Context: an optimization exercise on an open-source flow, tuned for small area. The choices shown serve that exercise and are no tape-out recipe. Only simulation tests tie the RTL to the original design; equivalence was not proved. Power is estimated from default activity; no workload was simulated.

Setup of run 1:
## pwm_core
module pwm_core #(
  parameter int unsigned NOutputs = 6,
  parameter int unsigned PhaseCntDw = 16,
  parameter int unsigned BeatCntDw = 27,
  localparam int unsigned DcResnDw = $clog2(PhaseCntDw)
) (
  input                           clk_core_i,
  input                           rst_core_ni,
  input                           cfg_qe,
  input                           cntr_en_i,
  input [DcResnDw-1:0]            dc_resn_i,
  input [BeatCntDw-1:0]           clk_div_i,
  input                           pwm_en_qe,
  input [NOutputs-1:0]            pwm_en_i,
  input                           invert_qe,
  input [NOutputs-1:0]            invert_i,
  input [NOutputs-1:0]            param_qe,
  input [NOutputs-1:0]            blink_en_i,
  input [NOutputs-1:0]            htbt_en_i,
  input [NOutputs*PhaseCntDw-1:0] phase_delay_i,
  input [NOutputs-1:0]            duty_qe,
  input [NOutputs*PhaseCntDw-1:0] duty_a_i,
  input [NOutputs*PhaseCntDw-1:0] duty_b_i,
  input [NOutputs-1:0]            blink_qe,
  input [NOutputs*PhaseCntDw-1:0] blink_x_i,
  input [NOutputs*PhaseCntDw-1:0] blink_y_i,
  output logic [NOutputs-1:0]     pwm_o
);
export LEC_CHECK = 0
export CAP_MARGIN = 20
export CORE_MARGIN = 2
export CORE_UTILIZATION = 65
export PLACE_DENSITY = 0.75
export SLEW_MARGIN = 20
create_clock -name core_clock -period 14.0 [get_ports {clk_core_i}]
standard.sh (not shown) runs the stock make flow with config.mk's settings and CLKGATE_MAP_FILE= SYNTH_SCRIPT=/design/flow/synth_recipe.tcl, a recipe that flattens the netlist after the stock synthesis.
==> flow/flow/run.sh <==
#!/bin/bash
# Standard layout, with single-strength port buffers and a lighter clock tree.
set -euo pipefail
export BUFFER_PORTS_ARGS="-buffer_cell sky130_fd_sc_hd__buf_1"
export CTS_ARGS="-sink_clustering_enable -repair_clock_nets -dont_use_dummy_load -buf_list {sky130_fd_sc_hd__clkbuf_4} -root_buf sky130_fd_sc_hd__clkbuf_8 -sink_clustering_size 10 -sink_clustering_max_diameter 40"
bash standard.sh > standard.log 2>&1
Run 1 ended with every stage complete and zero timing, DRC or antenna violations.
Modified inputs, run 2 compared to run 1
- PLACE_DENSITY now 0.8, was 0.75
- CORE_UTILIZATION now 70, was 65
--- a/flow/flow/run.sh
+++ b/flow/flow/run.sh
@@ -4,2 +4,3 @@
 export BUFFER_PORTS_ARGS="-buffer_cell sky130_fd_sc_hd__buf_1"
+export GPL_KEEP_OVERFLOW=0
 export CTS_ARGS="-sink_clustering_enable -repair_clock_nets -dont_use_dummy_load -buf_list {sky130_fd_sc_hd__clkbuf_4} -root_buf sky130_fd_sc_hd__clkbuf_8 -sink_clustering_size 10 -sink_clustering_max_diameter 40"
==> results.txt <==
In the tables for run 1 and run 2, DRC marker count from the first detailed-route iteration reads lower with run 1. Run 2 vs run 1, worst setup slack went down by 300 ps. Going from run 1 to run 2, area of all placed cells without fillers rose 360 um2; routed wire length rose 1.7%; maximum number of pins on one net before global-route repair fell 74%. Run 2 does worse than run 1 on fmax. Diff run 1 -> run 2 | all-layer global routing usage | increase of 3.8 points.
--- input diff run 2..run 3 ---
- PLACE_DENSITY: 0.8 -> 0.85
- CORE_UTILIZATION: 70 -> 73
--- a/flow/flow/run.sh
+++ b/flow/flow/run.sh
@@ -4,3 +4,2 @@
 export BUFFER_PORTS_ARGS="-buffer_cell sky130_fd_sc_hd__buf_1"
-export GPL_KEEP_OVERFLOW=0
 export CTS_ARGS="-sink_clustering_enable -repair_clock_nets -dont_use_dummy_load -buf_list {sky130_fd_sc_hd__clkbuf_4} -root_buf sky130_fd_sc_hd__clkbuf_8 -sink_clustering_size 10 -sink_clustering_max_diameter 40"
==> results.txt <==
In the flow results for run 2 and run 3, the starting density of the core is smaller on run 2.
The higher global routing usage on met2 came out of run 3.
[compare] base=run 2 new=run 3: setup slack went up, sequential share of layout area went up 0.32 points, die area has decreased, final cell count now sits at about the same level.
Lower final clock period utilization by the worst path among run 2 and run 3: run 3
Comparing run 2 and run 3, the higher clock-buffer cell count is on run 2.
The following lists how run 4 was set up differently from run 3:
- changing PLACE_DENSITY from 0.85 to 0.75
- changing CORE_UTILIZATION from 73 to 65
==> flow/flow/run.sh <==
#!/bin/bash
# Standard layout, with single-strength port buffers and a lighter clock tree.
set -euo pipefail
export BUFFER_PORTS_ARGS="-buffer_cell sky130_fd_sc_hd__buf_1"
export CTS_ARGS="-sink_clustering_enable -repair_clock_nets -dont_use_dummy_load -buf_list {sky130_fd_sc_hd__clkbuf_8} -root_buf sky130_fd_sc_hd__clkbuf_8 -sink_clustering_size 20 -sink_clustering_max_diameter 50"
bash standard.sh > standard.log 2>&1
Results
Run 4: done, clean on timing, DRC and antenna
Compared to run 3, the routing of run 4 uses less wire.
Run 4 ended up with a lower net switching share of the total power than run 3 did.
Die extent in x, run 4 vs run 3: up by a few percent
Area overhead of the layout relative to synthesis: run 4 vs run 3 up 0.91 points
Cmp run 4 and run 3 / static leakage / lower: run 3
Wire length of the first global-routing pass is lower on run 4
[run 4] non-clock buffer count rose 8 relative to run 3
Total number of vias is higher on run 3
Against run 3 as the reference, run 4 delivers a higher clock share of power.

[what the ideal ports hide]
Ports are ideal in the flow. The routed layouts listed here were re-timed in OpenROAD. Step 1 assumes that a clkbuf_16 drives the clock port and a buf_2 every other input. Step 2 adds t to the input delays and takes it off the output delays; t is the mean of the earliest and latest rising clock arrival at the registers after step 1. Input paths then give back, and output paths get back, about the clock's delay inside the block. Slacks: ideal ports / drivers / drivers and shift; pairs: ideal ports / drivers.
run	t, ns	setup WS [ns]	hold slack, ns	clock arrival spread, ns
run 1	0.694	0.645 / 0.682 / -0.012	0.482 / 0.482 / 0.482	0.102 / 0.102
run 2	0.727	0.344 / 0.371 / -0.355	0.488 / 0.488 / 0.488	0.094 / 0.093
run 3	0.701	0.578 / 0.612 / -0.089	0.500 / 0.500 / 0.500	0.112 / 0.112
run 4	0.696	0.668 / 0.708 / 0.012	0.480 / 0.480 / 0.480	0.088 / 0.087
With both steps, setup timing fails in run 1, run 2 and run 3, where it was met with ideal ports. For run 2, which loses most, drivers alone change the setup slack by +0.027 ns; drivers and shift together by -0.699 ns.
